Background: an optimization exercise with open tools, aiming at small area. Do not read the settings as production practice.
In this exercise RTL edits were held to simulation tests only and were not proved equivalent to the original.

## flow/design.v (module list and top-level ports; edited modules follow where they fit)
// module delta_mod: 60 lines
// module aer_input2: 22 lines
// module aer_hidden_busy: 22 lines
// module lif_hidden_L1: 434 lines
// module lif_hidden_L2: 418 lines
// module lif_hidden_L3: 418 lines
// module mac_step: 1095 lines
// module popcount8: 38 lines
// module rca: 19 lines
// module lif_decay: 9 lines
// module lif_addsat: 21 lines
// module lif_spike_ge: 14 lines
// module lif_sat: 11 lines
// module lpf_unit: 27 lines
// module output_decoder: 83 lines
// module snn_top: 293 lines
module snn_top #(
    parameter int ECG_WIDTH          = 11,   
    parameter int DM_STEP_SIZE       = 4,    
    parameter int NUM_HIDDEN_LAYERS  = 4,
    parameter int NEURONS_PER_LAYER  = 8,
    parameter int NEURON_WIDTH       = 16,   
    parameter int NEURON_FRAC_WIDTH  = 8,    
    parameter int CURRENT_WIDTH      = 16,
    parameter int CURRENT_FRAC_WIDTH = 1,
    parameter int WEIGHT_WIDTH       = 8,
    parameter int NUM_TIMESTEPS      = 10,   
    parameter logic signed [31:0] MATCH_THRESHOLD = 32'h0001_0000
)(
    input  logic                                        clk,
    input  logic                                        rst_n,
    input  logic [ECG_WIDTH-1:0]                        ecg_in,
    input  logic                                        inference_start,
    output logic                                        inference_done,
    output logic                                        match,
    output logic [1:0]                                  dm_spike_raster,  
    output logic [NUM_HIDDEN_LAYERS*NEURONS_PER_LAYER-1:0] spike_raster,
    output logic signed [31:0]                          prediction,
    input  logic                                        weight_en,
    input  logic [$clog2(NEURONS_PER_LAYER)-1:0]        weight_addr,
    input  logic signed [NEURON_WIDTH-1:0]              weight_data
);
  // ...
==> flow/flow/run.sh <==
#!/bin/bash
# Layout: the standard flow (standard.sh), with these changes:
#  - after the standard synthesis, flow/polarity.py chooses the polarity of
#    each full-adder cell so that fewer inverters are needed between adders,
#    then flow/reabc.sh re-maps the other combinational logic with ABC
#    (combinational cells only; every register is left as synthesized);
#  - the input and output port buffers are the smallest buffer cell (buf_1)
#    rather than the delay buffer the flow picks by default;
#  - clock tree synthesis runs without dummy loads (CTS_ARGS repeats the
#    flow's CTS settings from config.mk and adds -dont_use_dummy_load).
# Each step writes its full output to its own log file in this folder.
set -euo pipefail
export BUFFER_PORTS_ARGS="-buffer_cell sky130_fd_sc_hd__buf_1"
export CTS_ARGS="-sink_clustering_enable -repair_clock_nets -sink_clustering_size 16 -sink_clustering_max_diameter 70 -buf_list sky130_fd_sc_hd__clkbuf_8 -dont_use_dummy_load"
R=orfs/results/sky130hd/snn_top/base
bash standard.sh synth > standard_synth.log 2>&1
cp "$R/1_2_yosys.v" 1_2_yosys.standard.v
python3 flow/polarity.py 1_2_yosys.standard.v 1_2_yosys.polarity.v --remap > polarity.log 2>&1
bash flow/reabc.sh 1_2_yosys.polarity.v "$R/1_2_yosys.v" > reabc.log 2>&1
touch "$R/1_2_yosys.v"
bash standard.sh > standard_flow.log 2>&1
==> flow/flow/abc_remap.script <==
&get -n
&st
&dch
&nf
&st
&syn2
&if -g -K 6
&synch2
&nf
&st
&syn2
&if -g -K 6
&synch2
&nf
&st
&syn2
&if -g -K 6
&synch2
&nf
&st
&syn2
&if -g -K 6
&synch2
&nf
&st
&syn2
&if -g -K 6
&synch2
&nf
&put
topo
stime -c
dnsize -c
==> flow/flow/polarity.py <==
#!/usr/bin/env python3
"""Polarity optimisation of full-adder cells in a mapped sky130 netlist.

A full adder is self-dual: FA(~a, ~b, ~c) = (~sum, ~cout). Synthesis leaves
many inverters between adder cells; choosing, for each full adder, whether it
works on true or complemented signals lets most of them go. Every inverter
(except those driving output ports) is removed, each adder is given a
polarity, and one inverter is added for each signal whose other polarity is
still needed. Only combinational cells change; flip-flops keep their cells,
names and connections' logic values.

usage: polarity.py in.v out.v [--remap]
"""
import re
import sys

OUT_PINS = {"X", "Y", "Q", "Q_N", "SUM", "COUT", "HI", "LO"}


def is_inv(t):
    return re.match(r"sky130_fd_sc_hd__(inv|clkinv)_\d+$", t) is not None


def is_fa(t):
    return re.match(r"sky130_fd_sc_hd__fa_\d+$", t) is not None


def is_const(n):
    return re.match(r"^1'[bh][01]$", n) is not None


def const_not(n):
    return "1'b1" if n.endswith("0") else "1'b0"


def main():
    src = open(sys.argv[1]).read()
    m = re.search(r"^(module\s.*?;\n)(.*?)(^endmodule)", src, re.S | re.M)
    head, body = m.group(1), m.group(2)
    cell_re = re.compile(r"^  (sky130_fd_sc_hd__\w+)\s+(\S+)\s*\((.*?)\);\n", re.S | re.M)
    decls = []
    cells = []
    pos = 0
    for cm in cell_re.finditer(body):
        pre = body[pos:cm.start()]
        decls.append(pre)
        pins = [(p, n.strip()) for p, n in re.findall(r"\.(\w+)\(([^()]*)\)", cm.group(3))]
        cells.append([cm.group(1), cm.group(2), pins])
        pos = cm.end()
    tail = body[pos:]
    decl_text = "".join(decls) + tail
    assert "assign" not in decl_text, "assign statements not supported"

    outputs = set()
    for om in re.finditer(r"^\s*output\s+(\[(\d+):(\d+)\]\s+)?(\S+);", head + decl_text, re.M):
        name = om.group(4)
        if om.group(1):
            hi, lo = int(om.group(2)), int(om.group(3))
            for i in range(min(hi, lo), max(hi, lo) + 1):
                outputs.add(f"{name}[{i}]")
        else:
            outputs.add(name)

    driver = {}
    for ci, (t, name, pins) in enumerate(cells):
        for p, n in pins:
            if p in OUT_PINS and n:
                driver[n] = (ci, p)

    # inverters kept as ordinary cells: those driving output ports
    removable = set()
    for ci, (t, name, pins) in enumerate(cells):
        if is_inv(t):
            y = dict(pins)["Y"]
            if y not in outputs:
                removable.add(ci)

    memo = {}

    def root(n):
        if is_const(n):
            return (n, 0)
        if n in memo:
            return memo[n]
        d = driver.get(n)
        if d is not None and d[0] in removable:
            a = dict(cells[d[0]][2])["A"]
            r, p = root(a)
            res = (r, p ^ 1)
        else:
            res = (n, 0)
        memo[n] = res
        return res

    fa_ids = [ci for ci, c in enumerate(cells) if is_fa(c[0])]
    flip = {ci: 0 for ci in fa_ids}
    # FAs driving output ports keep their polarity
    fixed = set()
    for ci in fa_ids:
        for p, n in cells[ci][2]:
            if p in OUT_PINS and n in outputs:
                fixed.add(ci)

    # demand counts: dem[r] = [count true, count complement]
    dem = {}
    uses = []   # (ci, pin index, root, pol)
    for ci, (t, name, pins) in enumerate(cells):
        if ci in removable:
            continue
        for k, (p, n) in enumerate(pins):
            if p in OUT_PINS or not n:
                continue
            r, pol = root(n)
            uses.append((ci, k, r, pol))
    for n in outputs:
        pass  # output port nets are driven directly (never renamed)

    fa_in = {ci: [] for ci in fa_ids}
    for (ci, k, r, pol) in uses:
        if ci in flip:
            fa_in[ci].append((r, pol))
    fa_dem = {}
    for (ci, k, r, pol) in uses:
        eff = pol ^ flip.get(ci, 0)
        dem.setdefault(r, [0, 0])[eff] += 1
        fa_dem.setdefault(r, [0, 0])
        if ci in flip:
            fa_dem[r][eff] += 1

    def natural(r):
        d = driver.get(r)
        if d is not None and d[0] in flip:
            return flip[d[0]]
        return 0

    remap = "--remap" in sys.argv

    def boxed(r):
        # driven by a cell the re-mapping keeps (or an input port)
        d = driver.get(r)
        if d is None:
            return True
        t = cells[d[0]][0]
        return is_fa(t) or re.match(r"sky130_fd_sc_hd__(df|edf|sdf|dl|conb)", t) is not None

    def cost(r):
        if is_const(r):
            return 0
        dd = dem.get(r, [0, 0])
        if remap:
            if not boxed(r):
                return 0
            dd = fa_dem.get(r, [0, 0])
        return 1 if dd[natural(r) ^ 1] > 0 else 0

    fa_out = {}
    for ci in fa_ids:
        fa_out[ci] = [n for p, n in cells[ci][2] if p in OUT_PINS and n]

    def delta(ci):
        ins = fa_in[ci]
        outs = fa_out[ci]
        touched = set(r for r, _ in ins) | set(outs)
        before = sum(cost(r) for r in touched)
        f = flip[ci]
        for r, pol in ins:
            dem[r][pol ^ f] -= 1
            dem[r][pol ^ f ^ 1] += 1
            fa_dem[r][pol ^ f] -= 1
            fa_dem[r][pol ^ f ^ 1] += 1
        flip[ci] ^= 1
        after = sum(cost(r) for r in touched)
        # undo
        flip[ci] ^= 1
        for r, pol in ins:
            dem[r][pol ^ f ^ 1] -= 1
            dem[r][pol ^ f] += 1
            fa_dem[r][pol ^ f ^ 1] -= 1
            fa_dem[r][pol ^ f] += 1
        return after - before

    def do_flip(ci):
        f = flip[ci]
        for r, pol in fa_in[ci]:
            dem[r][pol ^ f] -= 1
            dem[r][pol ^ f ^ 1] += 1
            fa_dem[r][pol ^ f] -= 1
            fa_dem[r][pol ^ f ^ 1] += 1
        flip[ci] ^= 1

    roots = set(dem) | set(n for ci in fa_ids for n in fa_out[ci])
    start = sum(cost(r) for r in roots)
    improved = True
    passes = 0
    while improved and passes < 50:
        improved = False
        passes += 1
        for ci in fa_ids:
            if ci in fixed:
                continue
            if delta(ci) < 0:
                do_flip(ci)
                improved = True
    # then a deterministic annealing search, keeping the best assignment
    import math
    import random
    rng = random.Random(1)
    cur = sum(cost(r) for r in roots)
    best = cur
    best_flip = dict(flip)
    free = [ci for ci in fa_ids if ci not in fixed]
    steps = 40 * len(free)
    for it in range(steps):
        temp = 1.0 * (1 - it / steps) + 0.02
        ci = free[rng.randrange(len(free))]
        dlt = delta(ci)
        if dlt <= 0 or rng.random() < math.exp(-dlt / temp):
            do_flip(ci)
            cur += dlt
            if cur < best:
                best = cur
                best_flip = dict(flip)
    for ci in fa_ids:
        if flip[ci] != best_flip[ci]:
            do_flip(ci)
    improved = True
    while improved:
        improved = False
        for ci in free:
            if delta(ci) < 0:
                do_flip(ci)
                improved = True
    end = sum(cost(r) for r in roots)
    print(f"polarity: {len(removable)} inverters before, {end} after "
          f"({sum(flip.values())} of {len(fa_ids)} adders flipped; {start} without flips)",
          file=sys.stderr)

    # ---- rebuild
    new_wires = []
    new_cells = []
    comp_net = {}   # root -> complement net name
    true_net = {}   # root -> true net name
    cnt = [0]

    def fresh():
        cnt[0] += 1
        w = f"_pol{cnt[0]}_"
        new_wires.append(w)
        return w

    for r in roots:
        if is_const(r):
            true_net[r] = r
            comp_net[r] = const_not(r)
            continue
        dd = dem.get(r, [0, 0])
        if natural(r) == 0:
            true_net[r] = r
            if dd[1] > 0:
                c = fresh()
                comp_net[r] = c
                new_cells.append((r, c))
        else:
            c = fresh()
            comp_net[r] = c
            if dd[0] > 0:
                true_net[r] = r
                new_cells.append((c, r))

    # rewire
    for (ci, k, r, pol) in uses:
        eff = pol ^ flip.get(ci, 0)
        if r not in true_net:   # root with no flip involvement (not in roots)
            true_net[r] = r
        if eff == 0:
            net = true_net[r]
        else:
            if r not in comp_net:
                if is_const(r):
                    comp_net[r] = const_not(r)
                else:
                    c = fresh()
                    comp_net[r] = c
                    new_cells.append((r, c))
            net = comp_net[r]
        p, _ = cells[ci][2][k]
        cells[ci][2][k] = (p, net)
    for ci in fa_ids:
        if flip[ci]:
            pins = cells[ci][2]
            for k, (p, n) in enumerate(pins):
                if p in OUT_PINS and n:
                    pins[k] = (p, comp_net[n])

    # adders with an unused output: a half adder whose sum is unused is an
    # AND gate, a full adder whose sum is unused is a majority gate, a half
    # adder whose carry is unused is an XOR gate
    loads = {}
    for ci, (t, name, pins) in enumerate(cells):
        if ci in removable:
            continue
        for p, n in pins:
            if p not in OUT_PINS and n:
                loads[n] = loads.get(n, 0) + 1
    for a, y in new_cells:
        loads[a] = loads.get(a, 0) + 1

    def unused(n):
        return (not n) or (loads.get(n, 0) == 0 and n not in outputs)

    nrep = 0
    for ci, c in enumerate(cells):
        t, name, pins = c
        pd = dict(pins)
        if re.match(r"sky130_fd_sc_hd__ha_\d+$", t):
            if unused(pd.get("SUM")) and not unused(pd.get("COUT")):
                c[0] = "sky130_fd_sc_hd__and2_1"
                c[2] = [("A", pd["A"]), ("B", pd["B"]), ("X", pd["COUT"])]
                nrep += 1
            elif unused(pd.get("COUT")) and not unused(pd.get("SUM")):
                c[0] = "sky130_fd_sc_hd__xor2_1"
                c[2] = [("A", pd["A"]), ("B", pd["B"]), ("X", pd["SUM"])]
                nrep += 1
        elif is_fa(t):
            if unused(pd.get("SUM")) and not unused(pd.get("COUT")):
                c[0] = "sky130_fd_sc_hd__maj3_1"
                c[2] = [("A", pd["A"]), ("B", pd["B"]), ("C", pd["CIN"]), ("X", pd["COUT"])]
                nrep += 1
    print(f"polarity: {nrep} adders with an unused output replaced by smaller gates", file=sys.stderr)

    def v(n):
        return n + " " if n.startswith("\\") else n

    out = [head]
    out.append(decl_text.rstrip("\n") + "\n" if decl_text.strip() else "")
    for w in new_wires:
        out.append(f"  wire {w};\n")
    for ci, (t, name, pins) in enumerate(cells):
        if ci in removable:
            continue
        pl = ",\n".join(f"    .{p}({v(n)})" for p, n in pins)
        out.append(f"  {t} {name} (\n{pl}\n  );\n")
    for i, (a, y) in enumerate(new_cells):
        out.append(f"  sky130_fd_sc_hd__inv_1 _polinv{i}_ (\n    .A({v(a)}),\n    .Y({v(y)})\n  );\n")
    out.append("endmodule\n")
    open(sys.argv[2], "w").write(src[:m.start()] + "".join(out) + src[m.end():])


main()
==> flow/flow/reabc.sh <==
#!/bin/bash
# reabc.sh IN.v OUT.v : re-map the netlist's plain combinational logic with
# ABC (ORFS's speed script without its buffering and upsizing, which the
# layout's own timing repair does where needed; same liberty and
# don't-use cells),
# keeping every flip-flop, tie cell and full-adder cell as it is (half
# adders are re-mapped with the logic around them).
# Run after polarity.py, so that ABC can fold the inverters that pass added
# into the surrounding logic.
set -euo pipefail
IN=$1
OUT=$2
P=$FLOW_HOME/platforms/sky130hd
LIB=$P/lib/sky130_fd_sc_hd__tt_025C_1v80.lib
YOSYS=${YOSYS_EXE:-$FLOW_HOME/../tools/install/yosys/bin/yosys}
DONT_USE=""
for c in $(sed -n '/^export DONT_USE_CELLS/,/^$/p' $P/config.mk | tr -d '\\' | tr ' ' '\n' | grep '^sky130_'); do
  DONT_USE="$DONT_USE -dont_use $c"
done
cat > reabc.ys <<EOT
read_liberty -ignore_miss_func $LIB
read_verilog $IN
hierarchy -top snn_top
setattr -mod -set keep_hierarchy 1 sky130_fd_sc_hd__fa_* sky130_fd_sc_hd__df* sky130_fd_sc_hd__edf* sky130_fd_sc_hd__conb_1
flatten
opt -purge
abc -script $(pwd)/flow/abc_remap.script -liberty $LIB $DONT_USE -D 14000
setundef -zero
splitnets
opt_clean -purge
hilomap -singleton -hicell sky130_fd_sc_hd__conb_1 HI -locell sky130_fd_sc_hd__conb_1 LO
insbuf -buf sky130_fd_sc_hd__buf_1 A X
opt_clean -purge
select snn_top
write_verilog -noattr -noexpr -nohex -nodec -selected $OUT
EOT
$YOSYS -s reabc.ys
==> flow/standard.sh <==
#!/bin/bash
# synth_recipe.tcl (not shown) runs the flow's synth.tcl, then flattens the netlist and writes it again
# the make line also repeats each setting of config.mk as NAME=value (left out here)
make -C /OpenROAD-flow-scripts/flow DESIGN_CONFIG=/design/flow/config.mk WORK_HOME=/design/flow/orfs CLKGATE_MAP_FILE= SYNTH_SCRIPT=/design/flow/synth_recipe.tcl "${@:-finish}"
==> flow/config.mk <==
export PLATFORM = sky130hd
export DESIGN_NAME = snn_top
export DESIGN_NICKNAME = snn_top
export VERILOG_FILES = /design/flow/design.v
export SDC_FILE = /design/flow/constraint.sdc
export NUM_CORES = 4
export LEC_CHECK = 0
export CAP_MARGIN = 10
export CORE_MARGIN = 2
export CORE_UTILIZATION = 65
export CTS_BUF_LIST = sky130_fd_sc_hd__clkbuf_8
export CTS_CLUSTER_DIAMETER = 70
export CTS_CLUSTER_SIZE = 16
export PLACE_DENSITY = 0.75
export SLEW_MARGIN = 10
==> flow/constraint.sdc <==
create_clock -name core_clock -period 14.0 [get_ports {clk}]
set_input_delay 2.8000 -clock core_clock [delete_from_list [all_inputs] [get_ports {clk}]]
set_output_delay 2.8000 -clock core_clock [all_outputs]
set_load 0.01 [all_outputs]
==> summary.md, run 1 <==
| Metric | Value |
|---|---|
| Status | `complete, no violations` |
| YS warnings | `51` |
| Via density | `6.04` |
| Hold_sp | `ring[25][13]` |
| Met1 usage | `0.452` |
| WP depth | `35` |
| Critical Path RT | `14.40 ns` |
| DRC | `0` |
| Dpl ws | `0.969 ns` |
| Number of post-CTS setup repair buffers | `0` |
| Reg2reg end | `l0_cand[7][2]` |
| Final Hold Fails | `0` |
| Die width | `267 um` |
| Post-Syn Area per Cell | `12.5 um2` |
| Post-Layout Inst Area | `0.0477 mm2` |
| CTS buffer count | `74` |
| Sequential share of cell area | `0.469` |
| CTS tree | `done` |
| Most common cell on crit path | `fa_1` |
| Hold EP | `ring[24][13]` |
| Overflow after GRT | `0` |
| CP Launch Type | `flop` |
| Final period util | `0.938` |
| First-pass GRT wire length | `165 mm` |
| R2R cell count | `35` |
| Worst-skew pair later-pin latency | `0.71 ns` |
| Fmax | `76.2 MHz` |
| Commonest cells after routing, fill and taps aside | `dfxtp_1, fa_1, nor2_1, nand2_1, dfrtp_1` |
| Setup TNS | `0 ns` |
| Filler instances | `4930` |
| Area growth syn-to-layout | `6.32%` |
| Clock buf/inv share | `0.0214` |
| RSZ-0062 raised after global routing | `false` |
| DR pass1 iterations | `7` |
| Hold slack | `0.280 ns` |
| Crit-path max FO | `25` |
| Clock slew at reported path FFs | `0.09 ns` |
| CP max-delay cell | `nor4b_1` |
| Fin nets | `4347` |
| Slew @ Worst Pin | `1.17 ns` |
==> run 2, diff against run 1 <==
--- a/flow/flow/run.sh
+++ b/flow/flow/run.sh
@@ -13,3 +13,3 @@
 export BUFFER_PORTS_ARGS="-buffer_cell sky130_fd_sc_hd__buf_1"
-export CTS_ARGS="-sink_clustering_enable -repair_clock_nets -sink_clustering_size 16 -sink_clustering_max_diameter 70 -buf_list sky130_fd_sc_hd__clkbuf_8 -dont_use_dummy_load"
+export CTS_ARGS="-sink_clustering_enable -repair_clock_nets -sink_clustering_size 18 -sink_clustering_max_diameter 80 -buf_list sky130_fd_sc_hd__clkbuf_8 -dont_use_dummy_load"
 R=orfs/results/sky130hd/snn_top/base
--- a/flow/flow/reabc.sh
+++ b/flow/flow/reabc.sh
@@ -2,5 +2,3 @@
 # reabc.sh IN.v OUT.v : re-map the netlist's plain combinational logic with
-# ABC (ORFS's speed script without its buffering and upsizing, which the
-# layout's own timing repair does where needed; same liberty and
-# don't-use cells),
+# ABC (as ORFS's synthesis does, same script, liberty and don't-use cells),
 # keeping every flip-flop, tie cell and full-adder cell as it is (half
@@ -26,3 +24,3 @@
 opt -purge
-abc -script $(pwd)/flow/abc_remap.script -liberty $LIB $DONT_USE -D 14000
+abc -script $FLOW_HOME/scripts/abc_speed.script -liberty $LIB $DONT_USE -D 14000
 setundef -zero
--- a/flow/config.mk
+++ b/flow/config.mk
@@ -11,4 +11,4 @@
 export CTS_BUF_LIST = sky130_fd_sc_hd__clkbuf_8
-export CTS_CLUSTER_DIAMETER = 70
-export CTS_CLUSTER_SIZE = 16
+export CTS_CLUSTER_DIAMETER = 80
+export CTS_CLUSTER_SIZE = 18
 export PLACE_DENSITY = 0.75
removed: flow/flow/abc_remap.script
==> run 2 against run 1 <==
  * Utilization decreased by 0.38 points
  * Sequential cell count is the same
  * Count of clock-buffer cells in the layout is 8 lower
  * Clock skew grew 0.022 ns
  * First-iteration DRC count decreased by 9.7%
  * Register-to-register slack gained 0.24 ns
  * Via count fell by 0.65%
  * Die area is 0.77% higher
  * Hold slack gained 0.012 ns
  * Worst setup slack improved by 0.24 ns
  * Critical path type unchanged
  * Critical path depth is 3 higher
  * Still clean
==> summary.md, run 2 <==
| Metric | Value |
|---|---|
| Clock slew at reported path FFs | `0.11 ns (was 0.09 ns)` |
| Final setup viols | `0 (unchanged)` |
| CTS tree | `done (unchanged)` |
| Die width | `268 um (was 267 um)` |
| Crit-path max FO | `23 (was 25)` |
| # IOs | `102 (unchanged)` |
| Port Buffers | `101 (unchanged)` |
| Filler instances | `4981 (was 4930)` |
| Register area | `0.0224 mm2 (unchanged)` |
| Hold slack | `0.292 ns (was 0.280 ns)` |
| Top Registers | `ring: 512 flops, u_output_decoder.weights: 128 flops, u_output_decoder.bank.lpf_inst.y: 120 flops (unchanged)` |
| Slew Viols, Final | `0 (unchanged)` |
| Mapped Cells | `3653 (was 3588)` |
| Status | `complete, no violations (unchanged)` |
| DR pass1 iterations | `6 (was 7)` |
| Critical Path RT | `14.56 ns (was 14.40 ns)` |
| Area occupied by multi-input gates | `0.0218 mm2 (was 0.0219 mm2)` |
| Number of post-CTS setup repair buffers | `0 (unchanged)` |
| Slew @ Worst Pin | `1.16 ns (was 1.17 ns)` |
| Full die area | `0.0717 mm2 (was 0.0711 mm2)` |
| DP HPWL | `75.9 mm (was 75.5 mm)` |
| Post-Syn Area per Cell | `12.4 um2 (was 12.5 um2)` |
| CP peak stage delay | `0.76 ns (was 0.87 ns)` |
| Clock tree buffer depth | `3 (unchanged)` |
| Max reg flops | `512 (unchanged)` |
| Number of max-cap violations | `0 (unchanged)` |
| Setup crit end kind | `flop (unchanged)` |
| Core Region | `0.0687 mm2 (was 0.0685 mm2)` |
| Num rows | `96 (unchanged)` |
| YS warnings | `51 (unchanged)` |
| FF-to-FF setup slack | `1.11 ns (was 0.87 ns)` |
| Final Skew | `0.0978 ns (was 0.0757 ns)` |
| Top reg by flops | `ring (unchanged)` |
| Wire per inst | `22.5 um (was 22.4 um)` |
| Crit Path Class | `reg2reg (unchanged)` |
| Post-CTS sizing | `0 (unchanged)` |
| CTS Hold Bufs | `0 (unchanged)` |
| GRT Util Overall | `0.305 (was 0.306)` |
| Most common cell on crit path | `fa_1 (unchanged)` |
| Placed Instances | `4595 (was 4570)` |
| Most common cell after layout, fill and taps aside | `dfxtp_1 (unchanged)` |
| Initial Utilization | `0.658 (was 0.655)` |
| First-pass GRT wire length | `166 mm (was 165 mm)` |
| Via density | `5.98 (was 6.04)` |
| Htree depth | `3 (unchanged)` |
| Setup TNS | `0 ns (unchanged)` |
| Final Hold Fails | `0 (unchanged)` |
| Vias | `27900 (was 28100)` |
| Commonest cells after routing, fill and taps aside | `dfxtp_1, fa_1, nor2_1, nand2_1, dfrtp_1 (unchanged)` |
| Die extent in y | `268 um (was 267 um)` |
| CP max-delay cell | `dfrtp_1 (was nor4b_1)` |
| DR iter-0 viols | `2395 (was 2651)` |
| Area growth syn-to-layout | `5.28% (was 6.32%)` |
| Share of post-route cells with drive strength above 1 | `0.0686 (was 0.0534)` |
| Pin count of the biggest net entering global routing | `170 (was 73)` |
| CP Launch Type | `flop (unchanged)` |
| Post-DRT Antenna Nets | `0 (unchanged)` |
| Vias in the first global route | `29600 (about the same)` |
| Cell Area, Synth | `0.0452 mm2 (was 0.0448 mm2)` |
| Final period util | `0.921 (was 0.938)` |
| Arrival time worst endpoint | `13.45 ns (was 13.53 ns)` |
| Clock root buffer | `clkbuf_8 (unchanged)` |
| Initial antenna violation count | `3 (was 2)` |
| Max-slew headroom | `0.225 (was 0.211)` |
| Layout Cells excl Fill | `4663 (was 4646)` |
| Utilization of the core after routing | `0.693 (was 0.696)` |
| DRC | `0 (unchanged)` |
| Drt total wl | `105 mm (was 104 mm)` |
| Min cycle time layout | `12.89 ns (was 13.13 ns)` |
| Fin nets | `4314 (was 4347)` |
| Placer congestion estimate | `0.945 (was 0.928)` |
| Hold crit path type | `reg2reg (unchanged)` |
| Fmax | `77.6 MHz (was 76.2 MHz)` |
| CTS buffer count | `66 (was 74)` |
| Clock Sinks | `969 (unchanged)` |
| RSZ-0062 raised after global routing | `false (unchanged)` |
| Worst-skew pair later-pin latency | `0.71 ns (about the same)` |
| Overflow after GRT | `0 (unchanged)` |
==> run 2: changes by cell type in the layout (fill, tap and decap cells not counted), moves of 14 or more <==
cell,change
and2_1,+17
clkinv_1,-117
inv_1,+121
mux2_2,+14
nand2_1,-18
or2_0,-33
or2_2,+29
==> run 2: metrics by stage <==
stage / area [um2] / setup slack (ns)
after floorplan: 45200 / 1.58
after global placement: 46700 / 1.41
after detailed placement: 46700 / 1.11
after CTS: 47600 / 1.14
after global routing: 47600 / 0.352
final: 47600 / 1.11
==> run 2: worst paths after layout <==
check	endpoint	startpoint	depth (start not counted)
min in group asynchronous	u_output_decoder.prediction[22]	rst_n	1
max reg2reg	l0_cand[1][2]	ph[2]	38
max in group asynchronous	u_output_decoder.dc[1]	rst_n	2
max	l0_cand[1][2]	ph[2]	38
min reg2reg	ring[1][9]	ring[2][9]	0
min	ring[1][9]	ring[2][9]	0
==> run 2: per-layer routing <==
layer,vias up,wire length (um),track usage,part of all wire
li1,12200,-,-,-
met1,14200,44200,0.437,0.42
met2,1229,48000,0.471,0.46
met3,205,9320,0.0671,0.089
met4,2,3240,0.0957,0.031
met5,-,11,0,0.00011
==> run 2: critical path: cells and delay by family, from the launching register on <==
kind                     cells  cell delay (ns)
adder cells (fa/ha/maj)     21             7.54
buffers and inverters        3             0.42
AO/OA/AOI/OAI                9             2.27
AND/OR/NAND/NOR              4             1.56
multiplexers                 1             0.22
flip-flops                   1             0.76
==> run 2: cell type report <==
class,instances,area share
Multi-Input combinational cell,2410,0.459
Tap cell,931,0.0245
Inverter,125,0.00986
Antenna cell,2,0.000105
Sequential cell,969,0.470
Timing Repair Buffer,160,0.0176
Clock buffer,66,0.0191

[re-timing with driven ports]
Ports are ideal in the flow. The routed layouts listed here were re-timed in OpenROAD. Step 1 (the two cells are an assumption about what drives the block):
set clk [get_ports {clk}]
set_driving_cell -lib_cell sky130_fd_sc_hd__clkbuf_16 $clk
set_driving_cell -lib_cell sky130_fd_sc_hd__buf_2 [delete_from_list [all_inputs] $clk]
Step 2 moves the port delays by t, midway between the first and last clock arrival at a register: inputs arrive t later, outputs are due t later. That takes back most of the time a late clock gives input paths. Slacks: ideal ports / drivers / drivers and shift; pairs: ideal ports / drivers.
| run | t, ns | setup WS [ns] | worst hold slack (ns) | worst setup path after step 2 | worst data-port slew with drivers (ns) |
|---|---|---|---|---|---|
| run 1 | 0.734 | 0.873 / 0.873 / 0.873 | 0.280 / 0.280 / 0.280 | register to register | 0.06 |
| run 2 | 0.732 | 1.112 / 1.112 / 1.112 | 0.292 / 0.292 / 0.292 | register to register | 0.14 |
After both steps setup and hold are still met in every run listed.
